What follows belongs to an exercise in optimizing a design on an open flow for small area and a short achievable clock period; a production flow would make more cautious choices. Function was checked by simulation only, so behaviour that the tests miss may differ from the original.

==> flow/design.v, too long to show whole: its modules and the start of the top module <==
// module ROTATING_VECTORING: 3617 lines
module ROTATING_VECTORING(clk, xi, yi, xf, yf);
  // ...
==> flow/run.sh <==
#!/bin/bash
# synth_recipe.tcl (not shown) runs the flow's synth.tcl, then flattens the netlist and writes it again
# the make line also repeats each setting of config.mk as NAME=value (left out here)
make -C /OpenROAD-flow-scripts/flow DESIGN_CONFIG=/design/flow/config.mk WORK_HOME=/design/flow/orfs CLKGATE_MAP_FILE= SYNTH_SCRIPT=/design/flow/synth_recipe.tcl finish
==> flow/config.mk <==
export PLATFORM = sky130hd
export DESIGN_NAME = ROTATING_VECTORING
export DESIGN_NICKNAME = ROTATING_VECTORING
export VERILOG_FILES = /design/flow/design.v
export SDC_FILE = /design/flow/constraint.sdc
export NUM_CORES = 4
export LEC_CHECK = 0
export ABC_AREA = 1
export CAP_MARGIN = 20
export CORE_MARGIN = 2
export CORE_UTILIZATION = 40
export SETUP_SLACK_MARGIN = 5
export SLEW_MARGIN = 20
export TNS_END_PERCENT = 0
==> flow/constraint.sdc <==
create_clock -name core_clock -period 8.0 [get_ports {clk}]
set_input_delay 1.6000 -clock core_clock [delete_from_list [all_inputs] [get_ports {clk}]]
set_output_delay 1.6000 -clock core_clock [all_outputs]
set_load 0.01 [all_outputs]
==> results.cfg, run 1 <==
[timing]
timing.fmax_ghz = 0.3271
drv_slew = 0
rsz0062_at_grt = true
period_minus_slack_ns = 3.057
period_share_pct = 38.22
setup_viol = 0

[final_layout]
multi_input_area_share_pct = 55.99
drive_above_1_share_pct = 8.150
multi_input_gates = 2558
largest_cell_class = multi-input combinational cells
stdcell_area_um2 = 34920
areaGrowthSynthToFinish_pct = 13.94

[min_path]
hold_path.class = flip-flop to flip-flop
holdPathStages = 0

[place]
port_buffers = 64
post-place-cells = 4534

[synthesis]
synth-adder-area-share_pct = 22.61
async_flop_share_pct = 0
synth_simple_gate_area_share_pct = 14.57
synth_top_cell_by_area = dfxtp_1
synth-xor-area-share_pct = 16.08
synth_most_common_cell = nand2_1

[die]
chipWidth_um = 280.8
rows = 101

[outcome]
outcome = no timing/DRC/antenna violations

[routing]
ant_nets = 0
highest_layer = met4

[setup_path]
crit_arrival_ns = 1.46
cp-endpoint = yf[12]

[clocking]
cts_tree = built
==> run 2, diff against run 1 <==
--- a/flow/config.mk
+++ b/flow/config.mk
@@ -13,2 +13 @@
 export SLEW_MARGIN = 20
-export TNS_END_PERCENT = 0
==> run 2 against run 1 <==
  * Still clean on timing, DRC and antenna
  * Clock skew increased by 0.0091 ns
  * Worst setup slack gained 0.094 ns
  * Utilization is 0.64 points higher
  * Hold slack better by 0.012 ns
  * Global-route usage increased by 0.11 points
  * Synthesized area did not move
  * Cell area is 1.4% higher
  * Non-clock buffer count rose by 22
  * Critical endpoint is now ry6[9]
  * Highest routed layer unchanged
==> results.cfg, run 2 <==
[routing]
ant_nets = 0
wl_um = 60730
vias = 21523
dr.pass1.iters = 6
drc = 0
drtIter0Drc = 838
via_per_inst = 4.596
wire_per_inst_um = 12.97

[final_layout]
drive_above_1_share_pct = 10.32
fin_nets = 4123
stdcell_area_um2 = 35410
areaGrowthSynthToFinish_pct = 15.54
fillers = 7257
final_util_pct = 46.62
mostFrequentLayoutCells = nand2_1, dfxtp_1, inv_1
layout_commonest_cell = nand2_1
n_antenna_cell = 0

[timing]
tightest_slew_ns = 0.6834
hold_viol_final = 0
setup_viol = 0
finalClockSkew_ns = 0.03443
timing.slew.headroom_pct = 54.28
period_share_pct = 37.05
rsz0062_at_grt = true
timing.fmax_ghz = 0.3374
setup_tns_ns = 0
period_minus_slack_ns = 2.964
drv_slew = 0

[clocking]
clkLatencyLatePin_ns = 0.61
cts_tree = built
holdBufCountCts = 0
path_clk_slew_ns = 0.06
cts_buffer_depth = 3
cts_max_level = 2
cts_buffers = 53
cts_root_buf = clkbuf_16
clock-sinks = 476

[synthesis]
ys_ff_latch = 476
netlist_area_um2 = 30650
synth_area_leaders = dfxtp_1, ha_1, xor2_1
synth-adder-area-share_pct = 22.61
synthMuxAreaShare_pct = 0.03674
synth_most_common_cell = nand2_1
async_flop_share_pct = 0
synth_simple_gate_area_share_pct = 14.57
synth-xor-area-share_pct = 16.08
synth-edff-count = 0
ys_types = 59
synth_top_area_share_pct = 31.09
synth_top_family_by_area = adder cells
synth_common_cells = nand2_1, dfxtp_1, inv_1, ha_1, xor2_1
ys.flop_type = dfxtp_1
ys_warn_count = 1
synth_top_cell_by_area = dfxtp_1
syn_inst = 3487
synth_compound_area_share_pct = 9.586
avgSynthCellArea_um2 = 8.789
ys_seq_area_share_pct = 31.09
synth_fp_nets = 4000

[die]
ios = 65
chipWidth_um = 280.8
start_util_pct = 40.35
rows = 101
die_area_um2 = 78850
die_h_um = 280.8
coreArea_um2 = 75950

[place]
dpl_cell_area_um2 = 32330
place_hpwl_um = 48250
port_buffers = 64
routabilityCongestion = 0.9126

[setup_path]
crit_path_end_kind = flip-flop
worst_ep_required_time_ns = 8.49
path_max_fanout = 3
crit_arrival_ns = 3.45
reg2regPathDepth = 14
start_kind = flip-flop
critPathKind = flip-flop to flip-flop

[global_routing]
grt_pass1_vias = 21112
gr-total-overflow = 0
grt_max_degree = 36
grtUsageTotal_pct = 15.31
grt_pass1_wl_um = 100500
grt_antenna_before_repair = 0

[outcome]
outcome = no timing/DRC/antenna violations

[min_path]
holdPathStages = 0
hold_path.class = flip-flop to flip-flop

[flow_run]
drv_cap = 0
[run 2: cells by family after synthesis]
group / after synthesis
XOR/XNOR: 562
adder cells (fa/ha/maj): 480
multiplexers: 1
buffers and inverters: 453
flip-flops: 476
AND/OR/NAND/NOR: 1038
AO/OA/AOI/OAI: 477
[run 2: critical path: stages (launching register included)]
cell and delay (ns):
dfxtp_2 0.32, or4_4 0.54, o21ai_4 0.18, xor2_2 0.18, fa_2 0.22, inv_2 0.04, fa_2 0.39, nand3_2 0.09
nand2_2 0.06, nand3_2 0.06, nand2_2 0.07, nand3_2 0.08, nand2_4 0.07, fa_2 0.38, xor2_1 0.16
[run 2: worst paths after layout]
check                 to   start  slack, ns
setup reg to reg  ry6[9]  rx5[3]       5.04
setup / recovery  ry6[9]  rx5[3]       5.04
hold / removal      E[0]  vE6[0]       0.32
hold reg to reg     E[0]  vE6[0]       0.32
[run 2: metal layers]
layer / GRT usage [%] / part of all wire [%]
met5: 0 / 0
met2: 26.97 / 48
met4: 5.348 / 3.0
met3: 2.045 / 2.9
met1: 19.11 / 46
[run 2: layout make-up]
type | instances | area, µm² | area share, %
multi-input combinational | 2558 | 19890 | 56.16
sequential | 476 | 9562 | 27.00
clock buffer | 69 | 1488 | 4.201
inverter | 392 | 1483 | 4.187
timing repair buffer | 129 | 1334 | 3.767
tap | 1030 | 1289 | 3.639
clock inverter | 29 | 369.1 | 1.042
[run 2: timing repair]
| item | in CTS | in global routing |
|---|---|---|
| buffers inserted | 15 | 31 |
| cloned | 1 | 5 |
| resized for setup | 102 | 127 |
| pin swaps | 22 | 39 |
| endpoints found under the setup margin | 102 | 91 |
[run 2: through the flow]
stage | hold slack [ns] | setup WS (ns) | instances
2_1_floorplan | 0.3096 | 5.003 | 3487
3_5_place_dp | 0.3121 | 4.089 | 4533
6_report | 0.3203 | 5.036 | 4683
3_3_place_gp | 0.3096 | 4.160 | 4533
4_1_cts | 0.3241 | 4.924 | 4647
5_1_grt | 0.3271 | 4.912 | 4683
==> run 3, diff against run 2 <==
--- a/flow/config.mk
+++ b/flow/config.mk
@@ -10,3 +10,3 @@
 export CORE_MARGIN = 2
-export CORE_UTILIZATION = 40
+export CORE_UTILIZATION = 55
 export SETUP_SLACK_MARGIN = 5
==> run 3 against run 2 <==
  * Wire length rose by 6.7%
  * Hold slack barely moved
  * Synthesized cell count did not move
  * Still clean on timing, DRC and antenna
  * Global-route usage rose by 7.4 points
  * Clock skew fell by 0.012 ns
  * Register-to-register slack barely moved
==> results.cfg, run 3 <==
[outcome]
outcome = no timing/DRC/antenna violations

[global_routing]
grtUsageTotal_pct = 22.76
grt_max_degree = 32
grt_antenna_before_repair = 0
grt_pass1_vias = 22194
gr-total-overflow = 0
grt_pass1_wl_um = 107500

[clocking]
path_clk_slew_ns = 0.06
cts_buffers = 53
cts_root_buf = clkbuf_16
cts_tree = built
holdBufCountCts = 0
cts_buffer_depth = 3
cts_max_level = 2
clkLatencyLatePin_ns = 0.61
clock-sinks = 476

[timing]
timing.slew.headroom_pct = 53.77
rsz0062_at_grt = true
holdWs_ns = 0.3204
setup_tns_ns = 0
period_share_pct = 37.20
hold_viol_final = 0
setup_viol = 0
period_minus_slack_ns = 2.976
finalClockSkew_ns = 0.02203
timing.fmax_ghz = 0.3360
drv_slew = 0
tightest_slew_ns = 0.6911

[synthesis]
synth-xor-area-share_pct = 16.08
synth_simple_gate_area_share_pct = 14.57
synth-adder-area-share_pct = 22.61
synth_top_cell_by_area = dfxtp_1
ys.flop_type = dfxtp_1
ys_ff_latch = 476
ys_warn_count = 1
synth_top_area_share_pct = 31.09
syn_inst = 3487
synth_fp_nets = 4000
synth_top_family_by_area = adder cells
ys_types = 59
avgSynthCellArea_um2 = 8.789
synth_common_cells = nand2_1, dfxtp_1, inv_1, ha_1, xor2_1
synth_compound_area_share_pct = 9.586
synth_area_leaders = dfxtp_1, ha_1, xor2_1
ys_seq_area_share_pct = 31.09
synthMuxAreaShare_pct = 0.03674
synth_most_common_cell = nand2_1
async_flop_share_pct = 0
netlist_area_um2 = 30650
synth-edff-count = 0

[setup_path]
reg2reg_slack_ns = 5.02
path_max_fanout = 5
worstSetupStartpoint = ry5[0]
cp-endpoint = rx6[9]
reg2regPathDepth = 14
r2r-start = ry5[0]
crit_chain = or4_4, o21ai_4, xor2_2, fa_2, inv_2, fa_2, nand3_2, nand2_2, nand3_2, nand2_2, nand3_2, nand2_4, fa_2, xor2_1
worst_r2r_endpoint = rx6[9]
cp_slowest_cell = or4_4
crit_path_max_incr_delay_ns = 0.54
critPathKind = flip-flop to flip-flop
crit_path_end_kind = flip-flop
crit_arrival_ns = 3.45
worst_ep_required_time_ns = 8.48
start_kind = flip-flop

[final_layout]
mostFrequentLayoutCells = nand2_1, dfxtp_1, inv_1
stdcell_area_um2 = 34890
drive_above_1_share_pct = 9.926
n_antenna_cell = 0
fin_nets = 4117
areaGrowthSynthToFinish_pct = 13.85
layout_commonest_cell = nand2_1
final_cells = 4395

[die]
start_util_pct = 55.63
rows = 86
die_h_um = 240.1
coreArea_um2 = 55090
ios = 65
chipWidth_um = 240.1
die_area_um2 = 57630

[place]
port_buffers = 64
place_hpwl_um = 52170
routabilityCongestion = 0.8640
dpl_cell_area_um2 = 31960
post-place-cells = 4249

[routing]
wire_per_inst_um = 14.75
drc = 0
ant_nets = 0
wl_um = 64810
via_per_inst = 5.070
dr.pass1.iters = 7
vias = 22284
drtIter0Drc = 963

[flow_run]
drv_cap = 0

[min_path]
hold_path.class = flip-flop to flip-flop
==> run 3: layer usage <==
layer	part of all wire (%)	vias to the layer above	routed length, µm	GRT usage (%)
met5	0	-	0	0
met4	2.9	0	1906	7.849
met3	3.1	119	2028	2.951
met2	49	353	31960	40.53
met1	45	10284	28920	28.26
li1	-	11528	-	-
==> run 3: cells by family (layout without fill, tap and decap cells) <==
group,count (synthesis),count (layout)
simple gates,1038,1038
xor+xnor,562,562
fa+ha+maj,480,480
compound gates,477,478
flops,476,476
buf+inv,453,612
mux,1,1
==> run 3: area by class of cell <==
type / instances / area [µm²]
Clock buffer: 74 / 1515
Timing Repair Buffer: 122 / 1219
Fill cell: 4739 / 20200
Inverter: 392 / 1485
Multi-Input combinational cell: 2559 / 19920
Tap cell: 748 / 935.9
Sequential cell: 476 / 9562
Clock inverter: 24 / 252.7
==> run 3: critical path: cells and delay by family, from the launching register on <==
kind	cells	cell delay, ns
AO/OA/AOI/OAI	1	0.18
XOR/XNOR	2	0.34
adder cells (fa/ha/maj)	3	0.96
buffers and inverters	1	0.04
flip-flops	1	0.31
AND/OR/NAND/NOR	7	1.01
==> run 3: through the flow <==
stage	worst slack [ns]	util, %
floorplan	5.003	-
global placement	4.119	58.01
detailed placement	4.004	58.01
CTS	4.966	61.97
global route	4.831	63.33
finish	5.024	63.33
==> run 3: how the worst min path moves through the flow <==
stage,startpoint,endpoint,slack [ns],depth (start not counted)
finish,vE6[0],E[0],0.32,0
global route,vE6[0],E[0],0.32,0
CTS,vE5[4],vE6[4],0.32,0
detailed placement,vE6[1],E[1],0.31,0
global placement,vE6[1],E[1],0.31,0
floorplan,vE6[0],E[0],0.31,0
==> run 3: repair_timing <==
| action | 4_1_cts | 5_1_grt |
|---|---|---|
| cloned | 3 | 1 |
| pin swaps | 16 | 39 |
| setup buffers | 15 | 29 |
| endpoints found under the setup margin | 115 | 84 |
| resized for setup | 106 | 115 |

## re-timing with driven ports
Ports are ideal in the flow. The routed layouts listed here were re-timed in OpenROAD.
Step 1, drivers: a clkbuf_16 drives clk and a buf_2 each remaining input, both assumed.
Step 2 times the ports against the registers' clock, not the clock port: input delays grow and output delays shrink by t, the midpoint of the rising clock arrivals with the driver on.
a / b / c = ideal / step 1 / step 2; a / b = the first two.
run	shift t [ns]	setup slack, ns	hold slack, ns
run 1	0.663	4.943 / 4.881 / 4.348	0.308 / 0.308 / 0.308
run 2	0.661	5.036 / 5.036 / 4.448	0.320 / 0.320 / 0.320
run 3	0.655	5.024 / 5.024 / 4.463	0.320 / 0.320 / 0.320
After both steps setup and hold are still met in every run listed. For run 1, which loses most, drivers alone change the setup slack by -0.062 ns; drivers and shift together by -0.595 ns.
